Background: an optimization exercise with open tools, aiming at small area. Do not read the settings as production practice. The RTL was checked by simulation tests, not by an equivalence proof against the original design. No activity file was given, so power comes from the tool's default toggle rates.

== north ==
==> flow/design.v (excerpt) <==
module top_module(
    input mclk,
    input [15:0] sw,
    input rst,
    input press,
    output [6:0] seg,
    output [3:0] an
);
clock: 10.0 ns
lec_check: 0
abc_area: 1
cap_margin: 20
core_margin: 2
core_utilization: 40
slew_margin: 20
standard.sh (not shown) runs the stock make flow with config.mk's settings and CLKGATE_MAP_FILE= SYNTH_SCRIPT=/design/flow/synth_recipe.tcl, a recipe that flattens the netlist after the stock synthesis.
==> flow/flow/run.sh <==
#!/bin/bash
# Layout flow: the standard ORFS flow, with three changes to how the
# layout is made:
#  - synthesis maps with an area-oriented ABC script (abc_area.script here)
#    and leaves adders to ABC instead of the full/half-adder cells;
#  - the port buffers are sky130_fd_sc_hd__buf_1;
#  - clock tree synthesis clusters all sinks under few buffers and adds no
#    dummy loads.
# Everything else (registers, floorplan, power grid, CTS, routing) is the
# standard flow. Each step's full output goes to a log file in this folder.
set -euo pipefail
here=$(pwd)
mkdir -p "$here/synth_scripts"
cp -r "$FLOW_HOME/scripts/." "$here/synth_scripts/"
cp "$here/flow/abc_area.script" "$here/synth_scripts/abc_area.script"
bash standard.sh synth SCRIPTS_DIR="$here/synth_scripts" ADDER_MAP_FILE= > "$here/synth.log" 2>&1
bash standard.sh finish BUFFER_PORTS_ARGS="-buffer_cell sky130_fd_sc_hd__buf_1" \
  CTS_ARGS="-sink_clustering_enable -repair_clock_nets -dont_use_dummy_load -sink_clustering_size 64 -sink_clustering_max_diameter 300 -buf_list sky130_fd_sc_hd__clkbuf_4" > "$here/layout.log" 2>&1
test -f "$here/out/final.def"
==> flow/flow/abc_area.script <==
strash
&get -n
&fraig -x
&put
scorr
dc2
strash
&get -n
&deepsyn -T 60
&put
strash
&get -n
&dch -f
&nf -R 1000
&put
Input changes introduced in south (baseline for comparison: north):
-- flow/flow/run.sh --
<<< north, line 16
bash standard.sh synth SCRIPTS_DIR="$here/synth_scripts" ADDER_MAP_FILE= > "$here/synth.log" 2>&1
bash standard.sh finish BUFFER_PORTS_ARGS="-buffer_cell sky130_fd_sc_hd__buf_1" \
  CTS_ARGS="-sink_clustering_enable -repair_clock_nets -dont_use_dummy_load -sink_clustering_size 64 -sink_clustering_max_diameter 300 -buf_list sky130_fd_sc_hd__clkbuf_4" > "$here/layout.log" 2>&1
test -f "$here/out/final.def"
>>> south, line 16
bash standard.sh synth SCRIPTS_DIR="$here/synth_scripts" ADDER_MAP_FILE= > "$here/synth.log" 2>&1
bash standard.sh finish BUFFER_PORTS_ARGS="-buffer_cell sky130_fd_sc_hd__buf_1" \
  CTS_ARGS="-sink_clustering_enable -repair_clock_nets -dont_use_dummy_load -sink_clustering_size 64 -sink_clustering_max_diameter 300 -buf_list {sky130_fd_sc_hd__clkbuf_2 sky130_fd_sc_hd__clkbuf_4}" > "$here/layout.log" 2>&1
test -f "$here/out/final.def"
==> flow/flow/abc_area.script <==
strash
&get -n
&fraig -x
&put
scorr
dc2
strash
&get -n
&dch -f
&nf -R 1000
&put
-- flow/config.mk --
<<< north, line 9
export CAP_MARGIN = 20
export CORE_MARGIN = 2
export CORE_UTILIZATION = 40
export SLEW_MARGIN = 20
>>> south, line 9
export CAP_MARGIN = 20
export CORE_MARGIN = 2
export CORE_UTILIZATION = 70
export SLEW_MARGIN = 20
Switching part of the total power: lower on south. Minimum clock period sits lower in south than in north. Taking north as the reference, in south utilization went up by 36 points; die area went down by 39%; placed instance count down 0.57%; worst setup slack after layout went up. Relative to north, the largest fanout on the critical path of south is higher by 2.
> inputs changed (south -> east)
-- flow/flow/run.sh --
<<< south, line 16
bash standard.sh synth SCRIPTS_DIR="$here/synth_scripts" ADDER_MAP_FILE= > "$here/synth.log" 2>&1
bash standard.sh finish BUFFER_PORTS_ARGS="-buffer_cell sky130_fd_sc_hd__buf_1" \
  CTS_ARGS="-sink_clustering_enable -repair_clock_nets -dont_use_dummy_load -sink_clustering_size 64 -sink_clustering_max_diameter 300 -buf_list {sky130_fd_sc_hd__clkbuf_2 sky130_fd_sc_hd__clkbuf_4}" > "$here/layout.log" 2>&1
test -f "$here/out/final.def"
>>> east, line 16
bash standard.sh synth SCRIPTS_DIR="$here/synth_scripts" ADDER_MAP_FILE= > "$here/synth.log" 2>&1
bash standard.sh finish BUFFER_PORTS_ARGS="-buffer_cell sky130_fd_sc_hd__buf_1" \
  CTS_ARGS="-sink_clustering_enable -repair_clock_nets -dont_use_dummy_load -sink_clustering_size 64 -sink_clustering_max_diameter 300 -buf_list sky130_fd_sc_hd__clkbuf_4" > "$here/layout.log" 2>&1
test -f "$here/out/final.def"
-- flow/config.mk --
<<< south, line 9
export CAP_MARGIN = 20
export CORE_MARGIN = 2
export CORE_UTILIZATION = 70
export SLEW_MARGIN = 20
>>> east, line 9
export CAP_MARGIN = 20
export CORE_MARGIN = 2
export CORE_UTILIZATION = 40
export SLEW_MARGIN = 20
Notes after the runs:
Changes observed in east relative to south: global-route usage dropped 11 points, relative contribution of sequential cells to total power lower.
Post-synthesis cell area: east vs south — no meaningful difference
east ends up with lower share of cell area taken by flip-flops and latches than south does.
Compared with south, east shows a final design instance area without fill that is about 1.3% higher.
Row layout-stage area growth over the synthesis result: east higher / south lower

---

## oak
The RTL this note starts from:
==> flow/design.v <==
`timescale 1ns / 1ps
`timescale 1ns / 1ps
`timescale 1ns / 1ps
`timescale 1ns / 1ps
`timescale 1ns / 1ps
`timescale 1ns / 1ps
`timescale 1ns / 1ps
`timescale 1ns / 1ps
`timescale 1ns / 1ps
`timescale 1ns / 1ps
`timescale 1ns / 1ps
`timescale 1ns / 1ps
`timescale 1ns / 1ps
`timescale 1ns / 1ps
`timescale 1ns / 1ps
`timescale 1ns / 1ps
module top_module(
    input mclk,
    input [15:0] sw,
    input rst,
    input press,
    output [6:0] seg,
    output [3:0] an
);
    reg [3:0] ds;
    localparam N0=4'd0, N1=4'd1, N2=4'd2, N3=4'd3, N4=4'd4, N5=4'd5, N6=4'd6, N7=4'd7,
               N8=4'd8, N9=4'd9, Q0=4'd10, Q9=4'd11, R0=4'd12, R1=4'd13, R9=4'd14;
    always @(posedge mclk) begin
        if (rst) ds <= N0;
        else case (ds)
            N0: ds <= press ? N1 : N0;
            N1: ds <= press ? N2 : N0;
            N2: ds <= press ? N3 : N0;
            N3: ds <= press ? N4 : N0;
            N4: ds <= press ? N5 : N0;
            N5: ds <= press ? N6 : N0;
            N6: ds <= press ? N7 : N0;
            N7: ds <= press ? N8 : N0;
            N8: ds <= press ? Q9 : Q0;
            N9: ds <= press ? N9 : N0;
            Q0: ds <= press ? R1 : R0;
            Q9: ds <= press ? R9 : R0;
            R0: ds <= press ? N1 : N0;
            R1: ds <= press ? N2 : N0;
            R9: ds <= press ? N9 : N0;
            default: ds <= N0;
        endcase
    end
    wire pe = (ds == R0) | (ds == R1) | (ds == R9);
    reg [6:0] t;
    wire tz = (t[5:0] == 6'd0);
    wire last = t[6] & tz;
    wire start = pe & tz;
    always @(posedge mclk) begin
        if (rst) t <= 7'd0;
        else if (start) t <= 7'b1100010;
        else t <= {t[5:0], (t[6] ^ t[5]) & ~tz};
    end
    wire [3:0] a = sw[3:0];
    wire [3:0] b = sw[7:4];
    wire [2:0] op = sw[15:13];
    reg [3:0] ra, rb;
    reg [4:0] ones;
    reg [3:0] tens;
    reg [1:0] hund;
    reg mdiv;
    reg [3:0] ones0;
    always @* case (op)
        3'd0: ones0 = a;
        3'd1: ones0 = a - b;
        3'd4: ones0 = a & b;
        3'd5: ones0 = a | b;
        3'd6: ones0 = a ^ b;
        3'd7: ones0 = ~a;
        default: ones0 = 4'd0;
    endcase
    wire [3:0] sub_s = mdiv ? ra : 4'd1;
    wire [3:0] add_s = mdiv ? 4'd1 : ra;
    wire [4:0] diff = {1'b0, rb} - {1'b0, sub_s};
    wire step = ~diff[4] & ~(mdiv & (ra == 4'd0));
    wire fold = (ones >= 5'd10);
    wire [4:0] sum = ones + (fold ? 5'b10110 : {1'b0, add_s});
    always @(posedge mclk) begin
        if (start) begin
            ra <= (op == 3'd0) ? 4'd1 : (op == 3'd3) ? b : a;
            rb <= (op == 3'd0 || op == 3'd2) ? b : (op == 3'd3) ? a : 4'd0;
            mdiv <= (op == 3'd3);
            ones <= {1'b0, ones0};
            tens <= 4'd0;
            hund <= 2'd0;
        end else begin
            if (fold | step) ones <= sum;
            if (fold) begin
                if (tens == 4'd9) begin tens <= 4'd0; hund <= hund + 2'd1; end
                else tens <= tens + 4'd1;
            end else if (step)
                rb <= diff[3:0];
        end
    end
    reg [9:0] d;
    always @(posedge mclk) begin
        if (rst) d <= 10'd0;
        else if (last) d <= {hund, tens, ones[3:0]};
    end
    reg [9:0] g;
    wire gz = (g[8:0] == 9'd0);
    reg fl;
    reg [1:0] sa;
    always @(posedge mclk) begin
        if (rst) begin g <= 10'd0; fl <= 1'b0; sa <= 2'd0; end
        else begin
            g <= {g[8:0], g[9] ^ g[6] ^ gz};
            fl <= 1'b1;
            if (gz & ~g[9] & fl) sa <= sa + 2'd1;
        end
    end
    reg [3:0] an_r;
    reg [3:0] dig;
    always @* case (sa)
        2'd0: begin an_r = 4'b1110; dig = d[3:0]; end
        2'd1: begin an_r = 4'b0111; dig = 4'd0; end
        2'd2: begin an_r = 4'b1011; dig = {2'b00, d[9:8]}; end
        default: begin an_r = 4'b1101; dig = d[7:4]; end
    endcase
    assign an = an_r;
    reg [6:0] s;
    always @* case (dig)
        4'd0: s = 7'b1000000;
        4'd1: s = 7'b1111001;
        4'd2: s = 7'b0100100;
        4'd3: s = 7'b0110000;
        4'd4: s = 7'b0011001;
        4'd5: s = 7'b0010010;
        4'd6: s = 7'b0000010;
        4'd7: s = 7'b1111000;
        4'd8: s = 7'b0000000;
        default: s = 7'b0010000;
    endcase
    assign seg = s;
endmodule
Settings: LEC_CHECK=0, ABC_AREA=1, CAP_MARGIN=20, CORE_MARGIN=2, CORE_UTILIZATION=40, SLEW_MARGIN=20; clock period 10.0 ns.
==> flow/flow/run.sh <==
#!/bin/bash
# Layout flow: the standard ORFS flow, with three changes to how the
# layout is made:
#  - synthesis maps with an area-oriented ABC script (abc_area.script here)
#    and leaves adders to ABC instead of the full/half-adder cells;
#  - the port buffers are sky130_fd_sc_hd__buf_1.
# Everything else (registers, floorplan, power grid, CTS, routing) is the
# standard flow. Each step's full output goes to a log file in this folder.
set -euo pipefail
here=$(pwd)
mkdir -p "$here/synth_scripts"
cp -r "$FLOW_HOME/scripts/." "$here/synth_scripts/"
cp "$here/flow/abc_area.script" "$here/synth_scripts/abc_area.script"
bash standard.sh synth SCRIPTS_DIR="$here/synth_scripts" ADDER_MAP_FILE= > "$here/synth.log" 2>&1
bash standard.sh finish BUFFER_PORTS_ARGS="-buffer_cell sky130_fd_sc_hd__buf_1" > "$here/layout.log" 2>&1
test -f "$here/out/final.def"
==> flow/flow/abc_area.script <==
strash
&get -n
&fraig -x
&put
scorr
dc2
strash
&get -n
&dch -f
&nf -R 1000
&put
## Diff of input files: pine against oak
==> flow/run.sh (new file) <==
#!/bin/bash
# synth_recipe.tcl (not shown) runs the flow's synth.tcl, then flattens the netlist and writes it again
# the make line also repeats each setting of config.mk as NAME=value (left out here)
make -C /OpenROAD-flow-scripts/flow DESIGN_CONFIG=/design/flow/config.mk WORK_HOME=/design/flow/orfs CLKGATE_MAP_FILE= SYNTH_SCRIPT=/design/flow/synth_recipe.tcl finish
removed: flow/flow/run.sh
removed: flow/flow/abc_area.script
removed: flow/standard.sh
### Flow results
Min share of cell area taken by multi-input logic gates across pine and oak: pine. pine vs. oak: detailed-route via count moved up; number of buffers and inverters on the critical path moved up; relative contribution of combinational cells to total power moved up; maximum ir drop on the vdd rail moved down; cell count moved up. Sort pine and oak by synthesized cell count asc -> top: oak.

==> static timing again, ports no longer ideal <==
Ports are ideal in the flow. The routed layouts listed here were re-timed in OpenROAD.
Step 1: set_driving_cell puts a clkbuf_16 on mclk and a buf_2 on each other input, an assumption about the parent block.
Step 2, shift: input delay + t, output delay - t, t = (earliest + latest rising clock arrival at the registers) / 2. This alone moves slack from input paths to output paths.
Three values: ideal ports, drivers, drivers and shift; two values: the first two.
| run | t, ns | setup WS [ns] | hold WS [ns] |
|---|---|---|---|
| north | 0.401 | 5.648 / 5.624 / 6.026 | 0.449 / 0.449 / 0.449 |
| south | 0.405 | 5.691 / 5.664 / 6.069 | 0.458 / 0.458 / 0.458 |
| east | 0.405 | 5.669 / 5.644 / 6.049 | 0.452 / 0.452 / 0.452 |
| oak | 0.329 | 5.908 / 5.879 / 5.946 | 0.459 / 0.459 / 0.459 |
| pine | 0.337 | 5.316 / 5.289 / 5.626 | 0.428 / 0.428 / 0.428 |
After both steps setup and hold are still met in every run listed.
